This is an optimization exercise on Yosys and OpenROAD, whose aim is small area and a short achievable clock period, not a production implementation.
Function was checked by simulation only, so behaviour that the tests miss may differ from the original.

==> v36: inputs <==
==> flow/design.v <==
`timescale 1ns/1ps
module pipeline_riscv (
  input          clk,
  input          nrst,
  input  [31:0]  inst,
  input  [31:0]  data_in,
  output [31:0]  inst_addr,
  output [31:0]  data_addr,
  output [31:0]  data_out,
  output         data_wr,
  output [31:0]  pc_IF,
  output [31:0]  pc_ID,
  output [31:0]  pc_EXE,
  output [31:0]  pc_MEM,
  output [31:0]  pc_WB
  );
  reg  [31:0] pc_r;                       
  reg  [31:0] pc_id, ir;                  
  reg  [4:0]  rs2_r;                      
  reg  [31:0] pc_ex, opa_r, opb_r, md_r;  
  reg  [15:0] imm_r;                      
  reg         ex_add, ex_sub, ex_slt, ex_beq, ex_bne;
  reg         ex_ld, ex_sw, ex_jal, ex_rdw;
  reg  [4:0]  ex_wa;
  reg         ex_inv;                     
  reg  [31:0] pc_mem, alu_m, md_m;        
  reg         me_ld, me_sw, me_jal, me_rdw;
  reg  [4:0]  me_wa;
  reg  [31:0] pc_wb, rd_w;                
  reg         wb_ld, wb_rdw;
  reg  [4:0]  wb_wa;
  reg  [31:0] rf [1:31];
  wire [5:0] op  = ir[5:0];
  wire [4:0] rd  = ir[10:6];
  wire [4:0] rs1 = ir[19:15];
  wire [4:0] rs2 = ir[24:20];
  wire [6:0] fn  = ir[31:25];
  wire op0    = (op == 6'h00);
  wire f8     = (fn == 7'h08);
  wire d_jr   = op0 & f8;
  wire d_r    = op0 & ~f8;
  wire d_i    = (op == 6'h08) | (op == 6'h0A);
  wire d_ld   = (op == 6'h23);
  wire d_sw   = (op == 6'h2B);
  wire d_br   = (op == 6'h04) | (op == 6'h05);
  wire d_j    = (op == 6'h02);
  wire d_jal  = (op == 6'h03);
  wire d_jt   = d_jr | d_j | d_jal;
  wire d_wr   = op0 | d_i | d_ld | d_jal;
  wire d_rdw  = d_r | d_i | d_ld | d_jal;
  wire d_uimm = d_i | d_ld | d_sw;
  wire [5:0] iop = inst[5:0];
  wire [4:0] rs2_if = ((iop == 6'h00 && inst[31:25] == 7'h08) || iop == 6'h2B) ? inst[10:6] : inst[24:20];
  wire [32*32-1:0] rf_flat;
  wire [31:0] sel_ra, sel_rb, rfa, rfb;
  assign rf_flat[31:0] = 32'd0;
  genvar gr;
  generate
    for (gr = 1; gr < 32; gr = gr + 1) begin : rflat
      assign rf_flat[gr*32 +: 32] = rf[gr];
    end
    for (gr = 0; gr < 32; gr = gr + 1) begin : rdec
      assign sel_ra[gr] = (rs1 == gr);
      assign sel_rb[gr] = (rs2_r == gr);
    end
  endgenerate
  rf_rdport port_a (.sel(sel_ra), .rf_flat(rf_flat), .q(rfa));
  rf_rdport port_b (.sel(sel_rb), .rf_flat(rf_flat), .q(rfb));
  wire [2:0] rs1hit = { rs1 == ex_wa & ex_rdw, rs1 == me_wa & me_rdw, rs1 == wb_wa & wb_rdw };
  wire [2:0] rs2hit = { rs2 == ex_wa & ex_rdw, rs2 == me_wa & me_rdw, rs2 == wb_wa & wb_rdw };
  wire [2:0] rdhit  = { rd  == ex_wa & ex_rdw, rd  == me_wa & me_rdw, rd  == wb_wa & wb_rdw };
  wire [2:0] rs1dep = (rs1 != 5'd0 && !d_jt)        ? rs1hit : 3'b000;
  wire [2:0] rs2dep = (rs2 != 5'd0 && (d_r | d_br)) ? rs2hit : 3'b000;
  wire [2:0] rddep  = (rd  != 5'd0 && ((d_jt & f8) | d_sw)) ? rdhit : 3'b000;
  wire stall = |((rs1dep | rs2dep | rddep) & {ex_ld, me_ld, wb_ld});
  wire [31:0] rdata_m = me_ld ? data_in : me_jal ? pc_mem + 32'd4 : alu_m;
  wire        d_sub  = d_br | (op0 & (fn == 7'h22));
  wire        d_slt  = (op == 6'h0A) | (op0 & ((fn == 7'h0A) | (fn == 7'h2A)));
  wire [31:0] opa_id = rs1dep[2] ? alu_e : rs1dep[1] ? rdata_m : rs1dep[0] ? rd_w : rfa;
  wire [31:0] opb_id = d_uimm ? {{16{ir[31]}}, ir[31:20], ir[14:11]} :
                       rs2dep[2] ? alu_e : rs2dep[1] ? rdata_m : rs2dep[0] ? rd_w : rfb;
  wire        sub = ex_inv;
  wire [31:0] opa = opa_r;
  wire [31:0] bx  = opb_r ^ {32{sub}};                  
  wire [31:0] mdx = md_r;
  wire [31:0] ag, at, ax, carry, sum;
  alu_gt   u_gt   (.a(opa), .b(bx), .g(ag), .t(at));
  alu_xor  u_xa   (.a(opa), .b(bx), .y(ax));
  alu_pfx  u_pfx  (.g(ag), .t(at), .cin(sub), .c(carry));
  alu_xor  u_xs   (.a(ax), .b({carry[30:0], sub}), .y(sum));
  wire        lt   = (opa[31] ^ opb_r[31]) ? opa[31] : sum[31];
  wire [31:0] alu_e = ({32{ex_add | ex_sub}} & sum) | {31'd0, ex_slt & lt};
  wire        eq   = (opa_r == opb_r);
  wire        taken = (ex_beq & eq) | (ex_bne & ~eq);
  wire [31:0] bra_pc = pc_ex + 32'd4 + {{16{imm_r[15]}}, imm_r};
  wire flush1 = ~stall & (taken | d_jt);
  wire flush0 = ~stall & taken;
  wire        md_kill = flush0 | stall;
  wire [31:0] md_id  = rddep[2] ? alu_e : rddep[1] ? rdata_m : rddep[0] ? rd_w :
                       md_kill ? 32'd0 : rfb;
  wire jr_alu = d_jr & ~rddep[2] & ~rddep[1] & rddep[0];
  wire [31:0] pc_early = (d_j | d_jal) ? {{6{ir[31]}}, ir[31:6]} :
                         d_jr ? (rddep[2] ? rd_w : rddep[1] ? alu_m : rfb) : pc_r + 32'd4;
  wire        pc_go   = nrst & ~stall & ~taken;
  wire [31:0] pc_rest = !nrst ? 32'd0 : stall ? pc_r : taken ? bra_pc : jr_alu ? 32'd0 : pc_early;
  wire [31:0] pc_d    = pc_rest | ({32{pc_go & jr_alu & (ex_add | ex_sub)}} & sum) |
                        {31'd0, pc_go & jr_alu & ex_slt & lt};
  wire [31:0] alu_d   = ({32{nrst & (ex_add | ex_sub)}} & sum) | {31'd0, nrst & ex_slt & lt};
  always @(posedge clk) begin
    pc_r <= pc_d;
    if (!nrst || flush1) begin
      pc_id <= 32'd0;
      ir    <= 32'd0;
      rs2_r <= 5'd0;
    end else if (!stall) begin
      pc_id <= pc_r;
      ir    <= inst;
      rs2_r <= rs2_if;
    end
    opa_r <= opa_id;
    opb_r <= opb_id;
    imm_r <= {ir[31:25], ir[14:6]};
    if (!nrst)
      md_r <= 32'd0;
    else
      md_r <= md_id;
    if (!nrst || flush0 || stall) begin
      pc_ex   <= 32'd0;
      ex_add  <= 1'b0;
      ex_sub  <= 1'b0;
      ex_slt  <= 1'b0;
      ex_inv  <= 1'b0;
      ex_beq  <= 1'b0;
      ex_bne  <= 1'b0;
      ex_ld   <= 1'b0;
      ex_sw   <= 1'b0;
      ex_jal  <= 1'b0;
      ex_rdw  <= 1'b0;
      ex_wa   <= 5'd0;
    end else begin
      pc_ex   <= pc_id;
      ex_add  <= (op == 6'h08) | d_ld | d_sw | (op0 & ((fn == 7'h20) | f8));
      ex_sub  <= d_br | (op0 & (fn == 7'h22));
      ex_slt  <= d_slt;
      ex_inv  <= d_sub | d_slt;
      ex_beq  <= (op == 6'h04);
      ex_bne  <= (op == 6'h05);
      ex_ld   <= d_ld;
      ex_sw   <= d_sw;
      ex_jal  <= d_jal;
      ex_rdw  <= d_rdw;
      ex_wa   <= d_wr ? (d_jal ? 5'd1 : rd) : 5'd0;
    end
    if (!nrst) begin
      pc_mem <= 32'd0;
      md_m   <= 32'd0;
      me_ld  <= 1'b0;
      me_sw  <= 1'b0;
      me_jal <= 1'b0;
      me_rdw <= 1'b0;
      me_wa  <= 5'd0;
    end else begin
      pc_mem <= pc_ex;
      md_m   <= mdx;
      me_ld  <= ex_ld;
      me_sw  <= ex_sw;
      me_jal <= ex_jal;
      me_rdw <= ex_rdw;
      me_wa  <= ex_wa;
    end
    alu_m <= alu_d;
    rd_w <= rdata_m;
    if (!nrst) begin
      pc_wb  <= 32'd0;
      wb_ld  <= 1'b0;
      wb_rdw <= 1'b0;
      wb_wa  <= 5'd0;
    end else begin
      pc_wb  <= pc_mem;
      wb_ld  <= me_ld;
      wb_rdw <= me_rdw;
      wb_wa  <= me_wa;
    end
  end
  genvar g;
  generate
    for (g = 1; g < 32; g = g + 1) begin : regs
      always @(posedge clk)
        if (!nrst || wb_wa == g)
          rf[g] <= nrst ? rd_w : 32'd0;
    end
  endgenerate
  assign inst_addr = pc_r;
  assign pc_IF     = pc_r;
  assign pc_ID     = pc_id;
  assign pc_EXE    = pc_ex;
  assign pc_MEM    = pc_mem;
  assign pc_WB     = pc_wb;
  assign data_addr = alu_m;
  assign data_out  = md_m;
  assign data_wr   = me_sw;
endmodule
module rf_rdport (
  input  [31:0]      sel,
  input  [32*32-1:0] rf_flat,
  output [31:0]      q
  );
  wire [31:0] n [0:10];
  genvar j, b;
  generate
    for (j = 0; j < 11; j = j + 1) begin : grp
      for (b = 0; b < 32; b = b + 1) begin : bt
        if (j < 10) begin : g3
          rf_aoi222 u (.a1(sel[3*j+1]), .a2(rf_flat[(3*j+1)*32+b]),
                       .b1(sel[3*j+2]), .b2(rf_flat[(3*j+2)*32+b]),
                       .c1(sel[3*j+3]), .c2(rf_flat[(3*j+3)*32+b]), .y(n[j][b]));
        end else begin : g1
          assign n[j][b] = ~(sel[31] & rf_flat[31*32+b]);
        end
      end
    end
  endgenerate
  assign q = ~(n[0] & n[1] & n[2] & n[3] & n[4] & n[5] & n[6] & n[7] & n[8] & n[9] & n[10]);
endmodule
module rf_aoi222 (
  input  a1, a2, b1, b2, c1, c2,
  output y
  );
  assign y = ~((a1 & a2) | (b1 & b2) | (c1 & c2));
endmodule
module alu_gt (
  input  [31:0] a, b,
  output [31:0] g, t
  );
  assign g = a & b;
  assign t = a | b;
endmodule
module alu_xor (
  input  [31:0] a, b,
  output [31:0] y
  );
  assign y = a ^ b;
endmodule
module alu_pfx (
  input  [31:0] g, t,
  input         cin,
  output [31:0] c
  );
  reg [31:0] gg, tt, gn, tn;
  integer i, l;
  always @(*) begin
    gg = g;
    gg[0] = g[0] | (t[0] & cin);
    tt = t;
    for (l = 1; l < 32; l = l * 2) begin
      for (i = 0; i < 32; i = i + 1)
        if (i >= l) begin
          gn[i] = gg[i] | (tt[i] & gg[i-l]);
          tn[i] = tt[i] & tt[i-l];
        end else begin
          gn[i] = gg[i];
          tn[i] = tt[i];
        end
      gg = gn;
      tt = tn;
    end
  end
  assign c = gg;
endmodule
==> flow/flow/run.sh <==
#!/bin/bash
# The standard layout (standard.sh, unchanged synthesis and steps) with two
# changes: the port buffers are buf_1 cells instead of the default delay
# buffers, and clock tree synthesis inserts no dummy loads.
set -euo pipefail
export BUFFER_PORTS_ARGS="-buffer_cell sky130_fd_sc_hd__buf_1"
export CTS_ARGS="-sink_clustering_enable -repair_clock_nets -sink_clustering_size 20 -sink_clustering_max_diameter 80 -buf_list sky130_fd_sc_hd__clkbuf_16 -dont_use_dummy_load"
bash standard.sh > standard.log 2>&1
==> flow/standard.sh <==
#!/bin/bash
# synth_recipe.tcl (not shown) runs the flow's synth.tcl, then flattens the netlist and writes it again
# the make line also repeats each setting of config.mk as NAME=value (left out here)
make -C /OpenROAD-flow-scripts/flow DESIGN_CONFIG=/design/flow/config.mk WORK_HOME=/design/flow/orfs CLKGATE_MAP_FILE= SYNTH_SCRIPT=/design/flow/synth_recipe.tcl "${@:-finish}"
==> flow/config.mk <==
export PLATFORM = sky130hd
export DESIGN_NAME = pipeline_riscv
export DESIGN_NICKNAME = pipeline_riscv
export VERILOG_FILES = /design/flow/design.v
export SDC_FILE = /design/flow/constraint.sdc
export NUM_CORES = 4
export LEC_CHECK = 0
export CAP_MARGIN = 20
export CORE_MARGIN = 2
export CORE_UTILIZATION = 72
export CTS_BUF_LIST = sky130_fd_sc_hd__clkbuf_16
export CTS_CLUSTER_DIAMETER = 80
export CTS_CLUSTER_SIZE = 20
export PLACE_DENSITY = 0.82
export SETUP_SLACK_MARGIN = 4
export SLEW_MARGIN = 20
export SYNTH_HIERARCHICAL = 1
==> flow/constraint.sdc <==
create_clock -name core_clock -period 7.5 [get_ports {clk}]
set_input_delay 1.5000 -clock core_clock [delete_from_list [all_inputs] [get_ports {clk}]]
set_output_delay 1.5000 -clock core_clock [all_outputs]
set_load 0.01 [all_outputs]
==> inputs of v7, as changes to v36 <==
--- a/flow/design.v
+++ b/flow/design.v
@@ -19,2 +19,3 @@
   reg  [4:0]  rs2_r;                      
+  reg  [18:0] pd;                         
   reg  [31:0] pc_ex, opa_r, opb_r, md_r;  
@@ -37,18 +38,54 @@
   wire [6:0] fn  = ir[31:25];
-  wire op0    = (op == 6'h00);
-  wire f8     = (fn == 7'h08);
-  wire d_jr   = op0 & f8;
-  wire d_r    = op0 & ~f8;
-  wire d_i    = (op == 6'h08) | (op == 6'h0A);
-  wire d_ld   = (op == 6'h23);
-  wire d_sw   = (op == 6'h2B);
-  wire d_br   = (op == 6'h04) | (op == 6'h05);
-  wire d_j    = (op == 6'h02);
-  wire d_jal  = (op == 6'h03);
-  wire d_jt   = d_jr | d_j | d_jal;
-  wire d_wr   = op0 | d_i | d_ld | d_jal;
-  wire d_rdw  = d_r | d_i | d_ld | d_jal;
-  wire d_uimm = d_i | d_ld | d_sw;
-  wire [5:0] iop = inst[5:0];
-  wire [4:0] rs2_if = ((iop == 6'h00 && inst[31:25] == 7'h08) || iop == 6'h2B) ? inst[10:6] : inst[24:20];
+  wire [5:0] iop   = inst[5:0];
+  wire [6:0] ifn   = inst[31:25];
+  wire       i_op0 = (iop == 6'h00);
+  wire       i_f8  = (ifn == 7'h08);
+  wire       i_jr  = i_op0 & i_f8;
+  wire       i_r   = i_op0 & ~i_f8;
+  wire       i_i   = (iop == 6'h08) | (iop == 6'h0A);
+  wire       i_ld  = (iop == 6'h23);
+  wire       i_sw  = (iop == 6'h2B);
+  wire       i_br  = (iop == 6'h04) | (iop == 6'h05);
+  wire       i_j   = (iop == 6'h02);
+  wire       i_jal = (iop == 6'h03);
+  wire       i_jt  = i_jr | i_j | i_jal;
+  wire [18:0] pd_if = {
+    (inst[19:15] != 5'd0) & ~i_jt,                           
+    (inst[24:20] != 5'd0) & (i_r | i_br),                    
+    (inst[10:6]  != 5'd0) & ((i_jt & i_f8) | i_sw),          
+    i_jt,                                                    
+    i_jr,                                                    
+    i_j | i_jal,                                             
+    i_i | i_ld | i_sw,                                       
+    i_ld,                                                    
+    i_sw,                                                    
+    i_jal,                                                   
+    i_br,                                                    
+    (iop == 6'h08) | i_ld | i_sw | (i_op0 & ((ifn == 7'h20) | i_f8)),  
+    i_br | (i_op0 & (ifn == 7'h22)),                         
+    (iop == 6'h0A) | (i_op0 & ((ifn == 7'h0A) | (ifn == 7'h2A))),      
+    (iop == 6'h04),                                          
+    (iop == 6'h05),                                          
+    i_r | i_i | i_ld | i_jal,                                
+    i_op0 | i_i | i_ld | i_jal                               
+    , 1'b0 };
+  wire p_rs1chk = pd[18];
+  wire p_rs2chk = pd[17];
+  wire p_rdchk  = pd[16];
+  wire d_jt     = pd[15];
+  wire d_jr     = pd[14];
+  wire d_jj     = pd[13];
+  wire d_uimm   = pd[12];
+  wire d_ld     = pd[11];
+  wire d_sw     = pd[10];
+  wire d_jal    = pd[9];
+  wire d_br     = pd[8];
+  wire d_add    = pd[7];
+  wire d_sub    = pd[6];
+  wire d_slt    = pd[5];
+  wire d_beq    = pd[4];
+  wire d_bne    = pd[3];
+  wire d_rdw    = pd[2];
+  wire d_wr     = pd[1];
+  wire [4:0] rs2_if = (i_jr | i_sw) ? inst[10:6] : inst[24:20];
   wire [32*32-1:0] rf_flat;
@@ -71,12 +108,7 @@
   wire [2:0] rdhit  = { rd  == ex_wa & ex_rdw, rd  == me_wa & me_rdw, rd  == wb_wa & wb_rdw };
-  wire [2:0] rs1dep = (rs1 != 5'd0 && !d_jt)        ? rs1hit : 3'b000;
-  wire [2:0] rs2dep = (rs2 != 5'd0 && (d_r | d_br)) ? rs2hit : 3'b000;
-  wire [2:0] rddep  = (rd  != 5'd0 && ((d_jt & f8) | d_sw)) ? rdhit : 3'b000;
+  wire [2:0] rs1dep = {3{p_rs1chk}} & rs1hit;
+  wire [2:0] rs2dep = {3{p_rs2chk}} & rs2hit;
+  wire [2:0] rddep  = {3{p_rdchk}}  & rdhit;
   wire stall = |((rs1dep | rs2dep | rddep) & {ex_ld, me_ld, wb_ld});
   wire [31:0] rdata_m = me_ld ? data_in : me_jal ? pc_mem + 32'd4 : alu_m;
-  wire        d_sub  = d_br | (op0 & (fn == 7'h22));
-  wire        d_slt  = (op == 6'h0A) | (op0 & ((fn == 7'h0A) | (fn == 7'h2A)));
-  wire [31:0] opa_id = rs1dep[2] ? alu_e : rs1dep[1] ? rdata_m : rs1dep[0] ? rd_w : rfa;
-  wire [31:0] opb_id = d_uimm ? {{16{ir[31]}}, ir[31:20], ir[14:11]} :
-                       rs2dep[2] ? alu_e : rs2dep[1] ? rdata_m : rs2dep[0] ? rd_w : rfb;
   wire        sub = ex_inv;
@@ -91,3 +123,5 @@
   wire        lt   = (opa[31] ^ opb_r[31]) ? opa[31] : sum[31];
-  wire [31:0] alu_e = ({32{ex_add | ex_sub}} & sum) | {31'd0, ex_slt & lt};
+  wire        alu_as = ex_add | ex_sub;
+  wire [31:0] slt_e = {31'd0, ex_slt & lt};                
+  wire [31:0] alu_e = ({32{alu_as}} & sum) | slt_e;
   wire        eq   = (opa_r == opb_r);
@@ -97,7 +131,15 @@
   wire flush0 = ~stall & taken;
+  wire [31:0] opa_e  = rs1dep[2] ? slt_e : rs1dep[1] ? rdata_m : rs1dep[0] ? rd_w : rfa;
+  wire [31:0] opb_e  = d_uimm ? {{16{ir[31]}}, ir[31:20], ir[14:11]} :
+                       rs2dep[2] ? slt_e : rs2dep[1] ? rdata_m : rs2dep[0] ? rd_w : rfb;
+  wire [31:0] opa_d, opb_d;
+  late_ao u_la (.a(sum), .s(rs1dep[2] & alu_as), .e(opa_e), .y(opa_d));
+  late_ao u_lb (.a(sum), .s(~d_uimm & rs2dep[2] & alu_as), .e(opb_e), .y(opb_d));
   wire        md_kill = flush0 | stall;
-  wire [31:0] md_id  = rddep[2] ? alu_e : rddep[1] ? rdata_m : rddep[0] ? rd_w :
+  wire [31:0] md_e   = !nrst ? 32'd0 : rddep[2] ? slt_e : rddep[1] ? rdata_m : rddep[0] ? rd_w :
                        md_kill ? 32'd0 : rfb;
+  wire [31:0] md_d;
+  late_ao u_lm (.a(sum), .s(nrst & rddep[2] & alu_as), .e(md_e), .y(md_d));
   wire jr_alu = d_jr & ~rddep[2] & ~rddep[1] & rddep[0];
-  wire [31:0] pc_early = (d_j | d_jal) ? {{6{ir[31]}}, ir[31:6]} :
+  wire [31:0] pc_early = d_jj ? {{6{ir[31]}}, ir[31:6]} :
                          d_jr ? (rddep[2] ? rd_w : rddep[1] ? alu_m : rfb) : pc_r + 32'd4;
@@ -105,5 +147,6 @@
   wire [31:0] pc_rest = !nrst ? 32'd0 : stall ? pc_r : taken ? bra_pc : jr_alu ? 32'd0 : pc_early;
-  wire [31:0] pc_d    = pc_rest | ({32{pc_go & jr_alu & (ex_add | ex_sub)}} & sum) |
-                        {31'd0, pc_go & jr_alu & ex_slt & lt};
-  wire [31:0] alu_d   = ({32{nrst & (ex_add | ex_sub)}} & sum) | {31'd0, nrst & ex_slt & lt};
+  wire [31:0] pc_d, alu_d;
+  late_ao u_lp (.a(sum), .s(pc_go & jr_alu & alu_as),
+                .e(pc_rest | {31'd0, pc_go & jr_alu & ex_slt & lt}), .y(pc_d));
+  late_ao u_lu (.a(sum), .s(nrst & alu_as), .e({31'd0, nrst & ex_slt & lt}), .y(alu_d));
   always @(posedge clk) begin
@@ -114,2 +157,3 @@
       rs2_r <= 5'd0;
+      pd    <= 19'd0;
     end else if (!stall) begin
@@ -118,10 +162,8 @@
       rs2_r <= rs2_if;
-    end
-    opa_r <= opa_id;
-    opb_r <= opb_id;
+      pd    <= pd_if;
+    end
+    opa_r <= opa_d;
+    opb_r <= opb_d;
     imm_r <= {ir[31:25], ir[14:6]};
-    if (!nrst)
-      md_r <= 32'd0;
-    else
-      md_r <= md_id;
+    md_r  <= md_d;
     if (!nrst || flush0 || stall) begin
@@ -141,8 +183,8 @@
       pc_ex   <= pc_id;
-      ex_add  <= (op == 6'h08) | d_ld | d_sw | (op0 & ((fn == 7'h20) | f8));
-      ex_sub  <= d_br | (op0 & (fn == 7'h22));
+      ex_add  <= d_add;
+      ex_sub  <= d_sub;
       ex_slt  <= d_slt;
       ex_inv  <= d_sub | d_slt;
-      ex_beq  <= (op == 6'h04);
-      ex_bne  <= (op == 6'h05);
+      ex_beq  <= d_beq;
+      ex_bne  <= d_bne;
       ex_ld   <= d_ld;
@@ -269 +311,9 @@
 endmodule
+module late_ao (
+  input  [31:0] a,
+  input         s,
+  input  [31:0] e,
+  output [31:0] y
+  );
+  assign y = ({32{s}} & a) | e;
+endmodule
CORE_UTILIZATION = 69   (was 72)
PLACE_DENSITY = 0.79   (was 0.82)
==> inputs of v16, as changes to v36 <==
--- a/flow/design.v
+++ b/flow/design.v
@@ -24,3 +24,3 @@
   reg  [4:0]  ex_wa;
-  reg         ex_inv;                     
+  reg         fa_r, fb_r, fs_r;           
   reg  [31:0] pc_mem, alu_m, md_m;        
@@ -76,11 +76,12 @@
   wire [31:0] rdata_m = me_ld ? data_in : me_jal ? pc_mem + 32'd4 : alu_m;
+  wire [31:0] opa_id = rs1dep[1] ? rdata_m : rs1dep[0] ? rd_w : rfa;
   wire        d_sub  = d_br | (op0 & (fn == 7'h22));
   wire        d_slt  = (op == 6'h0A) | (op0 & ((fn == 7'h0A) | (fn == 7'h2A)));
-  wire [31:0] opa_id = rs1dep[2] ? alu_e : rs1dep[1] ? rdata_m : rs1dep[0] ? rd_w : rfa;
-  wire [31:0] opb_id = d_uimm ? {{16{ir[31]}}, ir[31:20], ir[14:11]} :
-                       rs2dep[2] ? alu_e : rs2dep[1] ? rdata_m : rs2dep[0] ? rd_w : rfb;
-  wire        sub = ex_inv;
-  wire [31:0] opa = opa_r;
-  wire [31:0] bx  = opb_r ^ {32{sub}};                  
-  wire [31:0] mdx = md_r;
+  wire [31:0] opb_id = (d_uimm ? {{16{ir[31]}}, ir[31:20], ir[14:11]} :
+                        rs2dep[1] ? rdata_m : rs2dep[0] ? rd_w : rfb) ^ {32{d_sub | d_slt}};
+  wire [31:0] md_id  = rddep[1] ? rdata_m : rddep[0] ? rd_w : rfb;
+  wire        sub = ex_sub | ex_slt;
+  wire [31:0] opa = fa_r ? alu_m : opa_r;
+  wire [31:0] bx  = fb_r ? alu_m ^ {32{sub}} : opb_r;    
+  wire [31:0] mdx = fs_r ? alu_m : md_r;
   wire [31:0] ag, at, ax, carry, sum;
@@ -90,5 +91,5 @@
   alu_xor  u_xs   (.a(ax), .b({carry[30:0], sub}), .y(sum));
-  wire        lt   = (opa[31] ^ opb_r[31]) ? opa[31] : sum[31];
-  wire [31:0] alu_e = ({32{ex_add | ex_sub}} & sum) | {31'd0, ex_slt & lt};
-  wire        eq   = (opa_r == opb_r);
+  wire        lt   = (opa[31] ^ ~bx[31]) ? opa[31] : sum[31];    
+  wire [31:0] alu_e = (ex_add | ex_sub) ? sum : {31'd0, ex_slt & lt};
+  wire        eq   = &ax;                                     
   wire        taken = (ex_beq & eq) | (ex_bne & ~eq);
@@ -97,5 +98,2 @@
   wire flush0 = ~stall & taken;
-  wire        md_kill = flush0 | stall;
-  wire [31:0] md_id  = rddep[2] ? alu_e : rddep[1] ? rdata_m : rddep[0] ? rd_w :
-                       md_kill ? 32'd0 : rfb;
   wire jr_alu = d_jr & ~rddep[2] & ~rddep[1] & rddep[0];
@@ -124,4 +122,6 @@
       md_r <= 32'd0;
+    else if (rddep[1] || rddep[0] || !(flush0 || stall))
+      md_r <= md_id;
     else
-      md_r <= md_id;
+      md_r <= 32'd0;
     if (!nrst || flush0 || stall) begin
@@ -131,3 +131,2 @@
       ex_slt  <= 1'b0;
-      ex_inv  <= 1'b0;
       ex_beq  <= 1'b0;
@@ -143,4 +142,3 @@
       ex_sub  <= d_br | (op0 & (fn == 7'h22));
-      ex_slt  <= d_slt;
-      ex_inv  <= d_sub | d_slt;
+      ex_slt  <= (op == 6'h0A) | (op0 & ((fn == 7'h0A) | (fn == 7'h2A)));
       ex_beq  <= (op == 6'h04);
@@ -152,2 +150,11 @@
       ex_wa   <= d_wr ? (d_jal ? 5'd1 : rd) : 5'd0;
+    end
+    if (!nrst) begin
+      fa_r <= 1'b0;
+      fb_r <= 1'b0;
+      fs_r <= 1'b0;
+    end else begin
+      fa_r <= rs1dep[2];
+      fb_r <= rs2dep[2];
+      fs_r <= rddep[2];
     end
==> run summary <==
Status - stopped before the end
Error message - [ERROR GRT-0232] Routing congestion too high. Check the congestion heatmap in the GUI.
Last stage - 5_1_grt
Chip height - 298.1 um
the above is filed under v36

==> run summary <==
Chip height - 306.2 um
Leading cell type in the layout, fill and taps excluded - edfxtp_1
Layout cells sized above 1 - 0.1316
Clk cell area share - 0.02885
Post-DR vias/cell - 8.243
Final worst-path setup slack - 3.321 ns
Status - no timing/DRC/antenna violations
Max reg flops - 992
the above is filed under v7

==> run summary <==
Clk cell area share - 0.02865
Actual slew at the worst max-slew pin - 1.141 ns
Chip height - 299.6 um
Status - no timing/DRC/antenna violations
the above is filed under v16

==> afterwards: timing with drivers on the ports <==
In the flow no input, the clock included, has a driving cell. The finished layouts below were timed again as built, in two steps.
Step 1: set_driving_cell puts a clkbuf_16 on clk and a buf_2 on each other input, an assumption about the parent block.
Step 2 times the ports against the registers' clock, not the clock port: input delays grow and output delays shrink by t, the midpoint of the rising clock arrivals with the driver on.
a / b / c = no drivers / after step 1 / after step 2; a / b = the first two.
run	shift t [ns]	setup WS [ns]	hold slack, ns	worst register clock-pin slew, ns
v7	0.774	3.321 / 3.321 / 3.321	0.440 / 0.440 / 0.440	0.10 / 0.10
v16	0.739	3.518 / 3.518 / 3.269	0.424 / 0.424 / 0.424	0.09 / 0.09
After both steps setup and hold are still met in every run listed. For v16, which loses most, drivers alone change the setup slack by 0.000 ns; drivers and shift together by -0.249 ns.
